Source: an optimization exercise on an open RTL-to-GDS flow (aim: small area and a short achievable clock period). Production flows keep margins and buffers that such runs may drop.
No functional check of the RTL was part of any run shown here.
Power figures rest on the tool's default switching activity, not on a simulated workload.

### flow/config.mk
export PLATFORM = sky130hd
export DESIGN_NAME = fir13_filter
export DESIGN_NICKNAME = fir13_filter
export VERILOG_FILES = /design/flow/design.v
export SDC_FILE = /design/flow/constraint.sdc
export NUM_CORES = 4
export LEC_CHECK = 0
export ABC_CLOCK_PERIOD_IN_PS = 2500
export CAP_MARGIN = 20
export CORE_MARGIN = 2
export CORE_UTILIZATION = 40
export SETUP_SLACK_MARGIN = 5.0
export SLEW_MARGIN = 20
### flow/constraint.sdc
create_clock -name core_clock -period 7.5 [get_ports {clk}]
set_input_delay 1.5000 -clock core_clock [delete_from_list [all_inputs] [get_ports {clk}]]
set_output_delay 1.5000 -clock core_clock [all_outputs]
set_load 0.01 [all_outputs]
### flow/design.v
`timescale 1ns / 1ps
module fir13_filter(
    input wire clk,
    input wire n_rst,
    input wire signed [7:0] x_in,
    output reg signed [7:0] y_out
);
    reg signed [7:0] xr0, xr1, xr2, xr3, xr4, xr5, xr6, xr7, xr8, xr9, xr10, xr11, xr12;
    always @(posedge clk or negedge n_rst) begin
        if (!n_rst) begin
            xr0 <= 0; xr1 <= 0; xr2 <= 0; xr3 <= 0; xr4 <= 0; xr5 <= 0; xr6 <= 0;
            xr7 <= 0; xr8 <= 0; xr9 <= 0; xr10 <= 0; xr11 <= 0; xr12 <= 0;
        end else begin
            xr0 <= x_in; xr1 <= xr0; xr2 <= xr1; xr3 <= xr2; xr4 <= xr3; xr5 <= xr4; xr6 <= xr5;
            xr7 <= xr6; xr8 <= xr7; xr9 <= xr8; xr10 <= xr9; xr11 <= xr10; xr12 <= xr11;
        end
    end
    reg [8:0] pa3, pa4, pa5, pb0, pb1;
    always @(posedge clk or negedge n_rst) begin
        if (!n_rst) begin
            pa3 <= 9'h000;
            pa4 <= 9'h000;
            pa5 <= 9'h000;
            pb0 <= 9'h1ff;
            pb1 <= 9'h1ff;
        end else begin
            pa3 <= $signed(xr2) + $signed(xr8);    
            pa4 <= $signed(xr3) + $signed(xr7);    
            pa5 <= $signed(xr4) + $signed(xr6);    
            pb0 <= ~($signed(xr0) + $signed(xr12));
            pb1 <= ~($signed(xr1) + $signed(xr11));
        end
    end
    wire [7:0] x6 = xr7;    
    wire t1 = pa3[0] ^ pa3[3];
    wire t2 = pa3[0] & pa3[3];
    wire t3 = pa3[1] ^ pa3[4] ^ pa3[6];
    wire t4 = (pa3[1] & pa3[4]) | (pa3[1] & pa3[6]) | (pa3[4] & pa3[6]);
    wire t5 = pa3[2] ^ pa3[5] ^ pa3[7];
    wire t6 = (pa3[2] & pa3[5]) | (pa3[2] & pa3[7]) | (pa3[5] & pa3[7]);
    wire t7 = pa4[1] ^ pa4[3] ^ pa5[0];
    wire t8 = (pa4[1] & pa4[3]) | (pa4[1] & pa5[0]) | (pa4[3] & pa5[0]);
    wire t9 = pa3[3] ^ pa3[6] ^ pa4[2];
    wire t10 = (pa3[3] & pa3[6]) | (pa3[3] & pa4[2]) | (pa3[6] & pa4[2]);
    wire t11 = pa4[4] ^ pa5[1] ^ pa5[7];
    wire t12 = (pa4[4] & pa5[1]) | (pa4[4] & pa5[7]) | (pa5[1] & pa5[7]);
    wire t13 = pa3[8] ^ pa5[4];
    wire t14 = pa3[8] | pa5[4];
    wire t15 = pa3[4] ^ pa3[7] ^ pa4[3];
    wire t16 = (pa3[4] & pa3[7]) | (pa3[4] & pa4[3]) | (pa3[7] & pa4[3]);
    wire t17 = pa4[5] ^ pa5[2] ^ 1'b1;
    wire t18 = (pa4[5] & pa5[2]) | (pa4[5] & 1'b1) | (pa5[2] & 1'b1);
    wire t19 = pa5[5] ^ pa5[8];
    wire t20 = pa5[5] | pa5[8];
    wire t21 = pa3[5] ^ pa4[4] ^ pa4[6];
    wire t22 = (pa3[5] & pa4[4]) | (pa3[5] & pa4[6]) | (pa4[4] & pa4[6]);
    wire t23 = pa3[8] ^ pa5[3];
    wire t24 = ~pa3[8] & pa5[3];
    wire t25 = pa3[6] ^ pa4[5] ^ pa4[7];
    wire t26 = (pa3[6] & pa4[5]) | (pa3[6] & pa4[7]) | (pa4[5] & pa4[7]);
    wire t27 = pa3[2] ^ pa3[4] ^ pa4[0];
    wire t28 = (pa3[2] & pa3[4]) | (pa3[2] & pa4[0]) | (pa3[4] & pa4[0]);
    wire t29 = pa3[5] ^ pa4[1] ^ pa5[4];
    wire t30 = (pa3[5] & pa4[1]) | (pa3[5] & pa5[4]) | (pa4[1] & pa5[4]);
    wire t31 = pa5[1] ^ 1'b0;
    wire t32 = pa5[1] | 1'b0;
    wire t33 = pa4[0] ^ pa4[2] ^ pa5[5];
    wire t34 = (pa4[0] & pa4[2]) | (pa4[0] & pa5[5]) | (pa4[2] & pa5[5]);
    wire t35 = ~pa5[2] ^ t2 ^ t3;
    wire t36 = (~pa5[2] & t2) | (~pa5[2] & t3) | (t2 & t3);
    wire t37 = pa5[3] ^ ~pa5[6] ^ 1'b0;
    wire t38 = (pa5[3] & ~pa5[6]) | (pa5[3] & 1'b0) | (~pa5[6] & 1'b0);
    wire t39 = t4 ^ t5 ^ t7;
    wire t40 = (t4 & t5) | (t4 & t7) | (t5 & t7);
    wire t41 = 1'b1 ^ t13 ^ t6;
    wire t42 = (1'b1 & t13) | (1'b1 & t6) | (t13 & t6);
    wire t43 = t8 ^ t9 ^ t11;
    wire t44 = (t8 & t9) | (t8 & t11) | (t9 & t11);
    wire t45 = t19 ^ t10 ^ t12;
    wire t46 = (t19 & t10) | (t19 & t12) | (t10 & t12);
    wire t47 = ~t14 ^ t15 ^ t17;
    wire t48 = (~t14 & t15) | (~t14 & t17) | (t15 & t17);
    wire t49 = pa5[6] ^ t20 ^ t23;
    wire t50 = (pa5[6] & t20) | (pa5[6] & t23) | (t20 & t23);
    wire t51 = t16 ^ t18 ^ t21;
    wire t52 = (t16 & t18) | (t16 & t21) | (t18 & t21);
    wire t53 = ~pa5[4] ^ pa5[7] ^ 1'b0;
    wire t54 = (~pa5[4] & pa5[7]) | (~pa5[4] & 1'b0) | (pa5[7] & 1'b0);
    wire t55 = t24 ^ t22 ^ t25;
    wire t56 = (t24 & t22) | (t24 & t25) | (t22 & t25);
    wire t57 = pa3[7] ^ pa4[6] ^ pa5[5];
    wire t58 = (pa3[7] & pa4[6]) | (pa3[7] & pa5[5]) | (pa4[6] & pa5[5]);
    wire t59 = ~pa4[8] ^ pa5[8] ^ t26;
    wire t60 = (~pa4[8] & pa5[8]) | (~pa4[8] & t26) | (pa5[8] & t26);
    wire t61 = pa3[8] ^ pa4[7];
    wire t62 = ~pa3[8] & pa4[7];
    wire t63 = pa3[0] ^ pa3[2];
    wire t64 = pa3[0] & pa3[2];
    wire t65 = pa3[1] ^ pa3[3] ^ pa5[2];
    wire t66 = (pa3[1] & pa3[3]) | (pa3[1] & pa5[2]) | (pa3[3] & pa5[2]);
    wire t67 = pa5[0] ^ ~pa5[3] ^ 1'b0;
    wire t68 = (pa5[0] & ~pa5[3]) | (pa5[0] & 1'b0) | (~pa5[3] & 1'b0);
    wire t69 = t31 ^ t1 ^ t28;
    wire t70 = (t31 & t1) | (t31 & t28) | (t1 & t28);
    wire t71 = ~t32 ^ t30 ^ t33;
    wire t72 = (~t32 & t30) | (~t32 & t33) | (t30 & t33);
    wire t73 = t34 ^ ~t37 ^ t36;
    wire t74 = (t34 & ~t37) | (t34 & t36) | (~t37 & t36);
    wire t75 = ~t38 ^ t40 ^ t41;
    wire t76 = (~t38 & t40) | (~t38 & t41) | (t40 & t41);
    wire t77 = t42 ^ t44 ^ t45;
    wire t78 = (t42 & t44) | (t42 & t45) | (t44 & t45);
    wire t79 = t46 ^ ~t49 ^ t48;
    wire t80 = (t46 & ~t49) | (t46 & t48) | (~t49 & t48);
    wire t81 = t53 ^ t50 ^ ~t52;
    wire t82 = (t53 & t50) | (t53 & ~t52) | (t50 & ~t52);
    wire t83 = t57 ^ t56 ^ t59;
    wire t84 = (t57 & t56) | (t57 & t59) | (t56 & t59);
    wire t85 = pa5[6] ^ ~t61 ^ t58;
    wire t86 = (pa5[6] & ~t61) | (pa5[6] & t58) | (~t61 & t58);
    wire t87 = pa4[8] ^ pa5[7];
    wire t88 = ~pa4[8] & pa5[7];
    wire t89 = pa3[1] ^ pa5[0];
    wire t90 = pa3[1] & pa5[0];
    wire t91 = pa5[1] ^ 1'b1 ^ t63;
    wire t92 = (pa5[1] & 1'b1) | (pa5[1] & t63) | (1'b1 & t63);
    wire t93 = 1'b1 ^ t64 ^ t65;
    wire t94 = (1'b1 & t64) | (1'b1 & t65) | (t64 & t65);
    wire t95 = t66 ^ t27 ^ ~t67;
    wire t96 = (t66 & t27) | (t66 & ~t67) | (t27 & ~t67);
    wire t97 = ~t68 ^ t29 ^ t69;
    wire t98 = (~t68 & t29) | (~t68 & t69) | (t29 & t69);
    wire t99 = t70 ^ t71 ^ t35;
    wire t100 = (t70 & t71) | (t70 & t35) | (t71 & t35);
    wire t101 = t72 ^ t39 ^ t73;
    wire t102 = (t72 & t39) | (t72 & t73) | (t39 & t73);
    wire t103 = t43 ^ t74 ^ t75;
    wire t104 = (t43 & t74) | (t43 & t75) | (t74 & t75);
    wire t105 = t47 ^ t76 ^ t77;
    wire t106 = (t47 & t76) | (t47 & t77) | (t76 & t77);
    wire t107 = t51 ^ t78 ^ t79;
    wire t108 = (t51 & t78) | (t51 & t79) | (t78 & t79);
    wire t109 = t55 ^ t80 ^ ~t81;
    wire t110 = (t55 & t80) | (t55 & ~t81) | (t80 & ~t81);
    wire t111 = t54 ^ t82 ^ ~t83;
    wire t112 = (t54 & t82) | (t54 & ~t83) | (t82 & ~t83);
    wire t113 = t60 ^ t85 ^ t84;
    wire t114 = (t60 & t85) | (t60 & t84) | (t85 & t84);
    wire t115 = t62 ^ ~t87 ^ t86;
    wire t116 = (t62 & ~t87) | (t62 & t86) | (~t87 & t86);
    wire t117 = pa5[8] ^ 1'b0 ^ ~t88;
    wire t118 = (pa5[8] & 1'b0) | (pa5[8] & ~t88) | (1'b0 & ~t88);
    reg [30:0] qa;
    always @(posedge clk or negedge n_rst) begin
        if (!n_rst)
            qa <= 31'b0101010110000100001001000101000;    
        else
            qa <= {t118, t117, t116, t115, t114, t113, t112, t111, t110, t109, t108, t107, t106, t105, t104, t103, t102, t101, t100, t99, t98, t97, t96, t95, t94, t93, t92, t91, t90, t89, pa3[0]};
    end
    wire t119 = pb0[0] ^ pb0[1] ^ pb1[0];
    wire t120 = (pb0[0] & pb0[1]) | (pb0[0] & pb1[0]) | (pb0[1] & pb1[0]);
    wire t121 = pb0[1] ^ pb0[2] ^ pb1[1];
    wire t122 = (pb0[1] & pb0[2]) | (pb0[1] & pb1[1]) | (pb0[2] & pb1[1]);
    wire t123 = pb1[3] ^ pb1[5];
    wire t124 = pb1[3] & pb1[5];
    wire t125 = pb0[2] ^ pb0[3] ^ pb1[2];
    wire t126 = (pb0[2] & pb0[3]) | (pb0[2] & pb1[2]) | (pb0[3] & pb1[2]);
    wire t127 = pb1[4] ^ pb1[6] ^ qa[10];
    wire t128 = (pb1[4] & pb1[6]) | (pb1[4] & qa[10]) | (pb1[6] & qa[10]);
    wire t129 = pb0[3] ^ pb0[4] ^ pb1[3];
    wire t130 = (pb0[3] & pb0[4]) | (pb0[3] & pb1[3]) | (pb0[4] & pb1[3]);
    wire t131 = pb1[5] ^ pb1[7] ^ x6[0];
    wire t132 = (pb1[5] & pb1[7]) | (pb1[5] & x6[0]) | (pb1[7] & x6[0]);
    wire t133 = x6[7] ^ qa[12];
    wire t134 = x6[7] & qa[12];
    wire t135 = pb0[4] ^ pb0[5] ^ pb1[4];
    wire t136 = (pb0[4] & pb0[5]) | (pb0[4] & pb1[4]) | (pb0[5] & pb1[4]);
    wire t137 = pb1[6] ^ x6[1] ^ qa[14];
    wire t138 = (pb1[6] & x6[1]) | (pb1[6] & qa[14]) | (x6[1] & qa[14]);
    wire t139 = pb1[8] ^ qa[15];
    wire t140 = ~pb1[8] & qa[15];
    wire t141 = pb0[5] ^ pb0[6] ^ pb1[5];
    wire t142 = (pb0[5] & pb0[6]) | (pb0[5] & pb1[5]) | (pb0[6] & pb1[5]);
    wire t143 = pb1[7] ^ x6[2] ^ qa[16];
    wire t144 = (pb1[7] & x6[2]) | (pb1[7] & qa[16]) | (x6[2] & qa[16]);
    wire t145 = pb0[6] ^ pb0[7] ^ pb1[6];
    wire t146 = (pb0[6] & pb0[7]) | (pb0[6] & pb1[6]) | (pb0[7] & pb1[6]);
    wire t147 = pb1[8] ^ x6[3];
    wire t148 = ~pb1[8] & x6[3];
    wire t149 = pb0[7] ^ pb1[7] ^ x6[4];
    wire t150 = (pb0[7] & pb1[7]) | (pb0[7] & x6[4]) | (pb1[7] & x6[4]);
    wire t151 = pb1[0] ^ pb1[2];
    wire t152 = pb1[0] & pb1[2];
    wire t153 = pb0[0] ^ pb1[1] ^ pb1[3];
    wire t154 = (pb0[0] & pb1[1]) | (pb0[0] & pb1[3]) | (pb1[1] & pb1[3]);
    wire t155 = x6[3] ^ qa[4];
    wire t156 = ~x6[3] & qa[4];
    wire t157 = pb1[2] ^ pb1[4] ^ qa[6];
    wire t158 = (pb1[2] & pb1[4]) | (pb1[2] & qa[6]) | (pb1[4] & qa[6]);
    wire t159 = ~x6[4] ^ qa[7] ^ t119;
    wire t160 = (~x6[4] & qa[7]) | (~x6[4] & t119) | (qa[7] & t119);
    wire t161 = ~x6[5] ^ qa[8] ^ qa[9];
    wire t162 = (~x6[5] & qa[8]) | (~x6[5] & qa[9]) | (qa[8] & qa[9]);
    wire t163 = t123 ^ t120 ^ t121;
    wire t164 = (t123 & t120) | (t123 & t121) | (t120 & t121);
    wire t165 = ~x6[6] ^ qa[11] ^ t124;
    wire t166 = (~x6[6] & qa[11]) | (~x6[6] & t124) | (qa[11] & t124);
    wire t167 = t122 ^ t125 ^ t127;
    wire t168 = (t122 & t125) | (t122 & t127) | (t125 & t127);
    wire t169 = qa[13] ^ t133 ^ t126;
    wire t170 = (qa[13] & t133) | (qa[13] & t126) | (t133 & t126);
    wire t171 = t128 ^ t129 ^ t131;
    wire t172 = (t128 & t129) | (t128 & t131) | (t129 & t131);
    wire t173 = t134 ^ t130 ^ t132;
    wire t174 = (t134 & t130) | (t134 & t132) | (t130 & t132);
    wire t175 = ~t139 ^ t135 ^ t137;
    wire t176 = (~t139 & t135) | (~t139 & t137) | (t135 & t137);
    wire t177 = qa[17] ^ t140 ^ t136;
    wire t178 = (qa[17] & t140) | (qa[17] & t136) | (t140 & t136);
    wire t179 = t138 ^ t141 ^ t143;
    wire t180 = (t138 & t141) | (t138 & t143) | (t141 & t143);
    wire t181 = qa[18] ^ qa[19] ^ ~t147;
    wire t182 = (qa[18] & qa[19]) | (qa[18] & ~t147) | (qa[19] & ~t147);
    wire t183 = t142 ^ t144 ^ t145;
    wire t184 = (t142 & t144) | (t142 & t145) | (t144 & t145);
    wire t185 = ~pb0[8] ^ qa[20] ^ qa[21];
    wire t186 = (~pb0[8] & qa[20]) | (~pb0[8] & qa[21]) | (qa[20] & qa[21]);
    wire t187 = t148 ^ t146 ^ t149;
    wire t188 = (t148 & t146) | (t148 & t149) | (t146 & t149);
    wire t189 = pb0[8] ^ pb1[8] ^ qa[23];
    wire t190 = (pb0[8] & pb1[8]) | (pb0[8] & qa[23]) | (pb1[8] & qa[23]);
    wire t191 = x6[5] ^ qa[22] ^ t150;
    wire t192 = (x6[5] & qa[22]) | (x6[5] & t150) | (qa[22] & t150);
    wire t193 = x6[6] ^ qa[24];
    wire t194 = x6[6] & ~qa[24];
    wire t195 = pb1[1] ^ x6[1];
    wire t196 = pb1[1] & ~x6[1];
    wire t197 = ~x6[2] ^ qa[2] ^ qa[3];
    wire t198 = (~x6[2] & qa[2]) | (~x6[2] & qa[3]) | (qa[2] & qa[3]);
    wire t199 = qa[5] ^ t152 ^ ~t155;
    wire t200 = (qa[5] & t152) | (qa[5] & ~t155) | (t152 & ~t155);
    wire t201 = t156 ^ t154 ^ t157;
    wire t202 = (t156 & t154) | (t156 & t157) | (t154 & t157);
    wire t203 = t158 ^ t161 ^ t160;
    wire t204 = (t158 & t161) | (t158 & t160) | (t161 & t160);
    wire t205 = t162 ^ t165 ^ t164;
    wire t206 = (t162 & t165) | (t162 & t164) | (t165 & t164);
    wire t207 = t166 ^ t168 ^ t169;
    wire t208 = (t166 & t168) | (t166 & t169) | (t168 & t169);
    wire t209 = t170 ^ t172 ^ t173;
    wire t210 = (t170 & t172) | (t170 & t173) | (t172 & t173);
    wire t211 = t174 ^ t176 ^ t177;
    wire t212 = (t174 & t176) | (t174 & t177) | (t176 & t177);
    wire t213 = t178 ^ t181 ^ t180;
    wire t214 = (t178 & t181) | (t178 & t180) | (t181 & t180);
    wire t215 = t185 ^ t182 ^ t184;
    wire t216 = (t185 & t182) | (t185 & t184) | (t182 & t184);
    wire t217 = t186 ^ t188 ^ t191;
    wire t218 = (t186 & t188) | (t186 & t191) | (t188 & t191);
    wire t219 = ~qa[25] ^ t193 ^ t190;
    wire t220 = (~qa[25] & t193) | (~qa[25] & t190) | (t193 & t190);
    wire t221 = ~x6[7] ^ qa[26] ^ qa[27];
    wire t222 = (~x6[7] & qa[26]) | (~x6[7] & qa[27]) | (qa[26] & qa[27]);
    wire t223 = pb1[0] ^ x6[0];
    wire t224 = pb1[0] & ~x6[0];
    wire t225 = 1'b0 ^ ~qa[1] ^ t195;
    wire t226 = (1'b0 & ~qa[1]) | (1'b0 & t195) | (~qa[1] & t195);
    wire t227 = t196 ^ t151 ^ t197;
    wire t228 = (t196 & t151) | (t196 & t197) | (t151 & t197);
    wire t229 = t198 ^ t153 ^ t199;
    wire t230 = (t198 & t153) | (t198 & t199) | (t153 & t199);
    wire t231 = t200 ^ t201 ^ t159;
    wire t232 = (t200 & t201) | (t200 & t159) | (t201 & t159);
    wire t233 = t202 ^ t163 ^ t203;
    wire t234 = (t202 & t163) | (t202 & t203) | (t163 & t203);
    wire t235 = t167 ^ t204 ^ t205;
    wire t236 = (t167 & t204) | (t167 & t205) | (t204 & t205);
    wire t237 = t171 ^ t206 ^ t207;
    wire t238 = (t171 & t206) | (t171 & t207) | (t206 & t207);
    wire t239 = t175 ^ t208 ^ t209;
    wire t240 = (t175 & t208) | (t175 & t209) | (t208 & t209);
    wire t241 = t179 ^ t210 ^ t211;
    wire t242 = (t179 & t210) | (t179 & t211) | (t210 & t211);
    wire t243 = t183 ^ t212 ^ t213;
    wire t244 = (t183 & t212) | (t183 & t213) | (t212 & t213);
    wire t245 = t187 ^ t214 ^ t215;
    wire t246 = (t187 & t214) | (t187 & t215) | (t214 & t215);
    wire t247 = ~t189 ^ t216 ^ t217;
    wire t248 = (~t189 & t216) | (~t189 & t217) | (t216 & t217);
    wire t249 = t192 ^ ~t219 ^ t218;
    wire t250 = (t192 & ~t219) | (t192 & t218) | (~t219 & t218);
    wire t251 = t194 ^ t221 ^ ~t220;
    wire t252 = (t194 & t221) | (t194 & ~t220) | (t221 & ~t220);
    wire t253 = qa[28] ^ ~qa[29] ^ t222;
    wire t254 = (qa[28] & ~qa[29]) | (qa[28] & t222) | (~qa[29] & t222);
    wire [8:0] lo_a = {t238, t236, t234, t232, t230, t228, ~t226, t224, ~t223};
    wire [8:0] lo_b = {t239, t237, t235, t233, t231, t229, t227, ~t225, qa[0]};
    wire [9:0] lo_sum = {1'b0, lo_a} + {1'b0, lo_b};
    reg [8:0] z0, z1;
    reg zc;
    always @(posedge clk or negedge n_rst) begin
        if (!n_rst) begin
            z0 <= 0; z1 <= 0; zc <= 0;
        end else begin
            z0 <= {1'b1, t254, t252, t250, t248, t246, t244, t242, t240};
            z1 <= {1'b0, ~qa[30], t253, t251, t249, t247, t245, t243, t241};
            zc <= lo_sum[9];
        end
    end
    wire [8:0] acc_hi = z0 + z1 + {8'd0, zc};
    wire sgn = acc_hi[8];
    wire ovf = acc_hi[8] ^ acc_hi[7];
    wire [7:0] clip = ovf ? {sgn, {7{~sgn}}} : acc_hi[7:0];
    always @(posedge clk or negedge n_rst) begin
        if (!n_rst)
            y_out <= 8'd0;
        else
            y_out <= clip;
    end
endmodule
### flow/run.sh
#!/bin/bash
# synth_recipe.tcl (not shown) runs the flow's synth.tcl, then flattens the netlist and writes it again
# the make line also repeats each setting of config.mk as NAME=value (left out here)
make -C /OpenROAD-flow-scripts/flow DESIGN_CONFIG=/design/flow/config.mk WORK_HOME=/design/flow/orfs CLKGATE_MAP_FILE= SYNTH_SCRIPT=/design/flow/synth_recipe.tcl finish
==> flow_summary.yaml, run 1 <==
yosys:
  syn-instance-count: 773
  ys_seq_elements: 206
  synth_edf_count: 0
  synth_compound_area_share_pct: 4.86
  synth.avg_cell_area_sq_um: 13.2
  synth_area_sq_um: 10200
  netlist.area_leader.share_pct: 43.6
  synth_top_family_by_area: "adder cells"
  async_reset_ff_share_pct: 100
  synth_top_area_cell: "dfrtp_1"
  yosysSeqAreaShare_pct: 50.8
  synthMuxAreaShare_pct: 0.0979
  synth.distinct_cells: 39
  synth_xor_area_share_pct: 2.83
  yosys-top-cells-area: "dfrtp_1 (44%), fa_1 (21%), ha_1 (9.9%)"
  yosysWarnings: 1
  synthAdderAreaFrac_pct: 31.1
  ys.flop_type: "dfrtp_1"
  synth_fp_nets: 971
  synthSimpleGateAreaFrac_pct: 2.93
final_layout:
  nets: 1033
  final_layout_size_suffix_gt1_share_pct: 20.3
  fin_util_pct: 47.3
  area_growth_pct: 16.2
  diodes: 0
floorplanning:
  die_y_um: 164
  dieArea_sq_um: 26900
  die_w_um: 164
  start_util_pct: 40.7
  core_sq_um: 25100
  rows: 58
  ios: 18
setup_path:
  end_kind: "flop"
  path_max_fanout: 2
  crit_family: "adder cells"
  r2r_start: "pb1[4]"
  worst_setup_path_start_kind: "flop"
  worstSetupPathType: "reg2reg"
  crit_chain: "inv_2 -> fa_1 -> inv_1 -> fa_2 -> fa_1 -> fa_1 -> ha_1 -> nand2_1 -> a21oi_1 -> a211o_1"
  cp_common_cell: "fa_1"
  rr_worst_depth: 10
  slowest_delay_ps: 540
  reg2reg_slack_ps: 4280
  cp_slowest_cell: "dfstp_2"
  crit_start: "pb1[4]"
  r2r_end: "zc"
  cp.arrival_ps: 3610
  cp.required_ps: 7890
  crit_buf_inv: 2
clock_tree:
  clock_path_buffers: 3
  htreeDepth: 1
  clock_latency_ps: 530
  cts_root_buf: "clkbuf_16"
  ctsHoldBuffers: 0
  numCtsBuffers: 23
  clock-sinks: 206
  path_clk_slew_ps: 60
  cts_tree: "yes"
global_routing:
  grt_pass1_vias: 5773
  gr-max-usage-layer: "met2"
  grt_max_degree: 122
  grt_pass1_wl_um: 29400
  met3_usage_pct: 2.15
  use_met1_pct: 20.0
  gr-usage-met2_pct: 23.8
  grt.total_usage_pct: 14.3
  antenna_found_initial: 0
  gr-total-overflow: 0
timing:
  setup_viol: 0
  slew_viol_final: 0
  period_minus_slack_ps: 3220
  finClkSkew_ps: 19.8
  max_slew.worst_pin.slew_ps: 783
  grt_setup_unrepaired: "yes"
  finalCritPeriodShare_pct: 42.9
  slew_headroom_pct: 47.5
  tns_ps: 0
  final-hold-violation-count: 0
  fmax_mhz: 311
  whs_ps: 345
routing:
  wl_um: 17800
  avgViaCountPerCell: 4.41
  wire_per_inst_um: 15.1
  final_antenna_net_count: 0
  drcViolationCount: 0
  drtIter0Drc: 218
  vias: 5210
  dr.pass1.iters: 4
place:
  port_buffers: 17
  routabilityCongestion: 0.793
  hpwlAfterDp_um: 13300
power_and_ir_drop:
  p_per_area_nw_per_um2: 444
  peakVddDrop_v: 0.000249
  leakage_nw: 5.72
worst_hold_path:
  hold_path_depth: 0
  hold_path.class: "reg2reg"
  hold_end: "xr10[6]"
  hp-start: "xr9[6]"
run_status:
  status: "timing/DRC/antenna clean"
flow_run:
  maxCapViolations: 0
[area by class of cell]
class | instances | area (sq um)
sequential | 206 | 5200
inverter | 202 | 761
tap | 330 | 413
clock inverter | 13 | 166
multi-input combinational | 365 | 4420
clock buffer | 28 | 604
timing repair buffer | 37 | 307
fill | 2306 | 13200
[per-stage QoR]
stage	worst slack [ps]	std cells	power [mW]	instance area (sq um)
after detailed placement	4070	1121	3.93	10800
after global placement	4100	1121	3.81	10800
final	4280	1181	5.27	11900
after floorplan	4320	773	3.30	10200
after CTS	4260	1172	5.18	11700
after global routing	4150	1181	5.85	11900
[layer usage]
metal	share of wire (%)	wire, um	vias to the layer above
li1	-	-	2471
met1	48	8520	2653
met2	47	8460	55
met3	2.7	489	31
met4	2.1	376	0
met5	0	0	-
[kinds of logic (layout without fill, tap and decap cells)]
| kind of cell | after synthesis | in the layout |
|---|---|---|
| AO/OA/AOI/OAI | 76 | 76 |
| XOR/XNOR | 33 | 33 |
| adder cells (fa/ha/maj) | 190 | 190 |
| buffers and inverters | 202 | 280 |
| flip-flops | 206 | 206 |
| multiplexers | 1 | 1 |
| other | 1 | 1 |
| AND/OR/NAND/NOR | 64 | 64 |
[state kept, by name, summed over array words and instances (netlist names), 9 cells and up]
name,cells
pa3,9
pa4,9
pa5,9
pb0,9
pb1,9
qa,31
z0,9
[Yosys cell counts, types with 2 or more instances]
master	n
inv_1	202
o221ai_1	2
a21o_1	8
o21ai_1	5
nor2_1	19
dfrtp_1	178
xor2_1	12
nor2b_1	5
xnor2_1	21
dfstp_2	28
maj3_1	2
a21oi_1	27
o41ai_1	5
o21ai_0	15
fa_1	107
nor3_1	6
ha_1	81
a21boi_0	2
o21bai_1	3
nand2_1	22
nand2b_1	3
nand3_1	3
[worst max-delay path by stage]
stage	endpoint	slack, ps	depth (start not counted)
after global routing	zc	4150	13
after CTS	zc	4260	10
after floorplan	zc	4320	10
after detailed placement	xr3[4]	4070	2
final	zc	4280	10
after global placement	xr3[4]	4100	2
[power breakdown]
| part | internal (mW) | total (mW) | switching, mW |
|---|---|---|---|
| logic | 1.18 | 2.59 | 1.41 |
| clock network | 0.683 | 1.14 | 0.458 |
| registers | 1.42 | 1.55 | 0.129 |
| total | 3.28 | 5.27 | 1.99 |
[cell usage in the layout, fill, tap and decap left out, types with 2 or more instances in the layout]
cell             netlist  layout
a21o_1                 8       8
dfrtp_2                0       9
buf_4                  0      17
fa_1                 107      84
inv_2                  0      25
fa_2                   0      23
o21ai_1                5       5
a21oi_2                0       6
clkinvlp_4             0       3
nor2_1                19      19
o21ai_0               15      14
clkinv_2               0       5
dfstp_2               28      28
o21bai_1               3       3
o221ai_1               2       2
nor2b_1                5       5
clkbuf_16              0      24
nand2_1               22      22
nand2b_1               3       3
nor3_1                 6       6
maj3_2                 0       2
inv_1                202     176
clkdlybuf4s50_1        0       8
xnor2_1               21      21
dfrtp_1              178     169
xor2_1                12      12
bufinv_16              0       3
o41ai_1                5       5
buf_6                  0       3
ha_4                   0       3
nand3_1                3       3
ha_1                  81      78
a21boi_0               2       2
buf_2                  0       8
clkbuf_1               0       4
a21oi_1               27      21
[repair_timing]
item,in CTS,in global routing
setup buffers,10,9
pin swaps,19,27
resized for setup,63,43
endpoints found under the setup margin,118,31
==> inputs of run 2 (changes only) <==
--- a/flow/design.v
+++ b/flow/design.v
@@ -293,24 +293,24 @@
     wire t252 = (t194 & t221) | (t194 & ~t220) | (t221 & ~t220);
     wire t253 = qa[28] ^ ~qa[29] ^ t222;
     wire t254 = (qa[28] & ~qa[29]) | (qa[28] & t222) | (~qa[29] & t222);
-    wire [8:0] lo_a = {t238, t236, t234, t232, t230, t228, ~t226, t224, ~t223};
-    wire [8:0] lo_b = {t239, t237, t235, t233, t231, t229, t227, ~t225, qa[0]};
-    wire [9:0] lo_sum = {1'b0, lo_a} + {1'b0, lo_b};
-    reg [8:0] z0, z1;
+    wire [5:0] lo_a = {t232, t230, t228, ~t226, t224, ~t223};
+    wire [5:0] lo_b = {t233, t231, t229, t227, ~t225, qa[0]};
+    wire [6:0] lo_sum = {1'b0, lo_a} + {1'b0, lo_b};
+    reg [11:0] z0, z1;
     reg zc;
     always @(posedge clk or negedge n_rst) begin
         if (!n_rst) begin
             z0 <= 0; z1 <= 0; zc <= 0;
         end else begin
-            z0 <= {1'b1, t254, t252, t250, t248, t246, t244, t242, t240};
-            z1 <= {1'b0, ~qa[30], t253, t251, t249, t247, t245, t243, t241};
-            zc <= lo_sum[9];
+            z0 <= {1'b1, t254, t252, t250, t248, t246, t244, t242, t240, t238, t236, t234};
+            z1 <= {1'b0, ~qa[30], t253, t251, t249, t247, t245, t243, t241, t239, t237, t235};
+            zc <= lo_sum[6];
         end
     end
-    wire [8:0] acc_hi = z0 + z1 + {8'd0, zc};
-    wire sgn = acc_hi[8];
-    wire ovf = acc_hi[8] ^ acc_hi[7];
-    wire [7:0] clip = ovf ? {sgn, {7{~sgn}}} : acc_hi[7:0];
+    wire [11:0] acc_hi = z0 + z1 + {11'd0, zc};
+    wire sgn = acc_hi[11];
+    wire ovf = acc_hi[11] ^ acc_hi[10];
+    wire [7:0] clip = ovf ? {sgn, {7{~sgn}}} : acc_hi[10:3];
     always @(posedge clk or negedge n_rst) begin
         if (!n_rst)
             y_out <= 8'd0;
==> run 2 against run 1 <==
  * Critical endpoint unchanged
  * Critical path type unchanged
  * Sequential share of layout area barely moved
  * Non-clock buffer count rose by 1
  * Synthesized cell count rose by 3.0%
  * Critical path depth fell by 1
  * Combinational power fell by 17%
  * Flip-flop and latch count rose by 6
==> flow_summary.yaml, run 2 <==
run_status:
  status: "timing/DRC/antenna clean"
timing:
  finalCritPeriodShare_pct: 39.1
  slew_viol_final: 0
  finClkSkew_ps: 18.0
  fmax_mhz: 341
  period_minus_slack_ps: 2930
  grt_setup_unrepaired: "yes"
  max_slew.worst_pin.slew_ps: 954
  slew_headroom_pct: 36.4
  setup_viol: 0
  tns_ps: 0
  final-hold-violation-count: 0
global_routing:
  antenna_found_initial: 0
  grt.total_usage_pct: 13.9
  gr-total-overflow: 0
  grt_max_degree: 122
  grt_pass1_wl_um: 30400
  grt_pass1_vias: 6053
routing:
  drtIter0Drc: 177
  final_antenna_net_count: 0
  wl_um: 17600
  wire_per_inst_um: 14.5
  dr.pass1.iters: 4
  vias: 5279
  drcViolationCount: 0
  avgViaCountPerCell: 4.36
power_and_ir_drop:
  leakage_nw: 5.91
  peakVddDrop_v: 0.000193
  p_per_area_nw_per_um2: 415
place:
  port_buffers: 17
  hpwlAfterDp_um: 13500
  routabilityCongestion: 0.815
final_layout:
  final_layout_size_suffix_gt1_share_pct: 20.1
  top_register: "qa"
  nets: 1056
  reg_top3: "qa x31, z0 x12, z1 x11"
  diodes: 0
  final_cell_mix: "inv_1 (186), dfrtp_1 (182), ha_1 (80)"
  fin_util_pct: 47.3
  layout_commonest_cell: "inv_1"
  largest_reg_flops: 31
  area_growth_pct: 16.7
setup_path:
  crit_start: "pb0[0]"
  cp.required_ps: 7900
  cp_slowest_cell: "dfstp_2"
  rr_worst_depth: 9
  worst_setup_path_start_kind: "flop"
  worstSetupPathType: "reg2reg"
  r2r_end: "zc"
  end_kind: "flop"
  reg2reg_slack_ps: 4570
  r2r_start: "pb0[0]"
  slowest_delay_ps: 520
  crit_chain: "inv_2 -> fa_1 -> fa_2 -> fa_1 -> fa_1 -> inv_1 -> ha_1 -> o21ai_1 -> nand2b_1"
  cp.arrival_ps: 3330
  critPathCapture: "zc"
  path_max_fanout: 2
  cp_common_cell: "fa_1"
yosys:
  netlist.area_leader.share_pct: 44.0
  synth.avg_cell_area_sq_um: 13.1
  ys.flop_type: "dfrtp_1"
  async_reset_ff_share_pct: 100
  synth.top_cells.by_count: "inv_1 (217), dfrtp_1 (184), fa_1 (105)"
  yosysSeqAreaShare_pct: 51.0
  synth_area_sq_um: 10500
  synth.distinct_cells: 39
  syn-instance-count: 796
  yosysMostFrequentCell: "inv_1"
  synth_top_area_cell: "dfrtp_1"
  synth_edf_count: 0
  yosysWarnings: 1
  synth_fp_nets: 993
  ys_seq_elements: 212
  yosys-top-cells-area: "dfrtp_1 (44%), fa_1 (20%), ha_1 (9.8%)"
floorplanning:
  core_sq_um: 25800
  dieArea_sq_um: 27500
  die_w_um: 166
  start_util_pct: 40.5
  rows: 59
  ios: 18
  die_y_um: 166
worst_hold_path:
  hold_path.class: "reg2reg"
clock_tree:
  htreeDepth: 1
  cts_root_buf: "clkbuf_16"
  cts_tree: "yes"
  path_clk_slew_ps: 60
  clock-sinks: 212
  clock_path_buffers: 3
  numCtsBuffers: 23
  clock_latency_ps: 520
flow_run:
  maxCapViolations: 0
==> run 2: changes by cell type after synthesis, sizes merged, moves of 5 or more <==
cell,previous run,this run
inv,202,217
nand2,23,8
a21oi,27,16
nor2,20,28
a21boi,2,8
dfrtp,178,184
nor2b,5,10
==> run 2: layout make-up <==
type,count,area [sq um]
Clock buffer,28,634
Clock inverter,14,278
Fill cell,2320,13600
Inverter,217,815
Multi-Input combinational cell,367,4410
Sequential cell,212,5340
Tap cell,335,419
Timing Repair Buffer,38,315
==> run 2: layer usage <==
metal / wire [um] / vias up / global-route usage [%]
met5: 0 / - / 0
met4: 434 / 0 / 3.78
met3: 540 / 35 / 2.34
met2: 8630 / 64 / 23.3
met1: 7980 / 2650 / 18.8
li1: - / 2530 / -
==> run 2: through the flow <==
stage               area (sq um)  worst slack, ps  power (mW)  instances  hold slack (ps)
floorplan                  10500             4620        3.17        796              331
global placement           11100             4560        3.63       1150              332
detailed placement         11100             4520        3.72       1150              335
CTS                        12100             4570        5.09       1206              348
global route               12200             4470        5.61       1211              355
finish                     12200             4570        5.06       1211              347
==> run 2: timing repair <==
item,4_1_cts,5_1_grt
buffers inserted,14,5
pin swaps,17,19
hold buffers,0,0
endpoints found under the setup margin,28,44
resized for setup,62,35
==> run 2: how the worst min path moves through the flow <==
stage	to	depth (start not counted)	from
after floorplan	xr10[0]	0	xr9[0]
after global placement	xr11[2]	0	xr10[2]
after detailed placement	xr10[7]	0	xr9[7]
after CTS	xr11[6]	0	xr10[6]
after global routing	xr11[0]	0	xr10[0]
final	xr6[5]	0	xr5[5]
==> run 2: report_power, final <==
part           total (mW)  internal [mW]  switching, mW
clock                1.32          0.852          0.470
combinational        2.16          0.970           1.19
sequential           1.58           1.47          0.116
==> run 2: cell families after synthesis <==
| kind of cell | count (synthesis) | synth area share [%] |
|---|---|---|
| buffers and inverters | 217 | 7.79 |
| adders and majority gates | 187 | 29.9 |
| xor gates and xnor gates | 33 | 2.76 |
| DFF | 212 | 51.0 |
| other | 1 | 0.0358 |
| and+or+nand+nor | 71 | 3.46 |
| AOI/OAI and AO/OA | 73 | 4.72 |
| muxes | 2 | 0.287 |
==> run 2: worst max-delay path, delay by kind of cell, from the launching register on <==
| kind | cells | cell delay (ps) |
|---|---|---|
| AO/OA/AOI/OAI | 1 | 70 |
| buffers and inverters | 2 | 90 |
| AND/OR/NAND/NOR | 1 | 60 |
| adder cells (fa/ha/maj) | 5 | 2080 |
| flip-flops | 1 | 520 |

## afterwards: timing with drivers on the ports
No port has a modelled driver above. Below, the same layouts with a new extraction and two added sets of constraints. Step 1: set_driving_cell puts a clkbuf_16 on clk and a buf_2 on each other input, an assumption about the parent block. Step 2 times the ports against the registers' clock, not the clock port: input delays grow and output delays shrink by t, the midpoint of the rising clock arrivals with the driver on. Slacks: ideal / step 1 / step 2; pairs: ideal / step 1.
run	t, ns	setup WS [ns]	worst setup path at the end
run 1	0.558	4.283 / 4.283 / 4.283	register to register
run 2	0.556	4.565 / 4.565 / 4.565	register to register
After both steps every run listed still meets setup and hold.
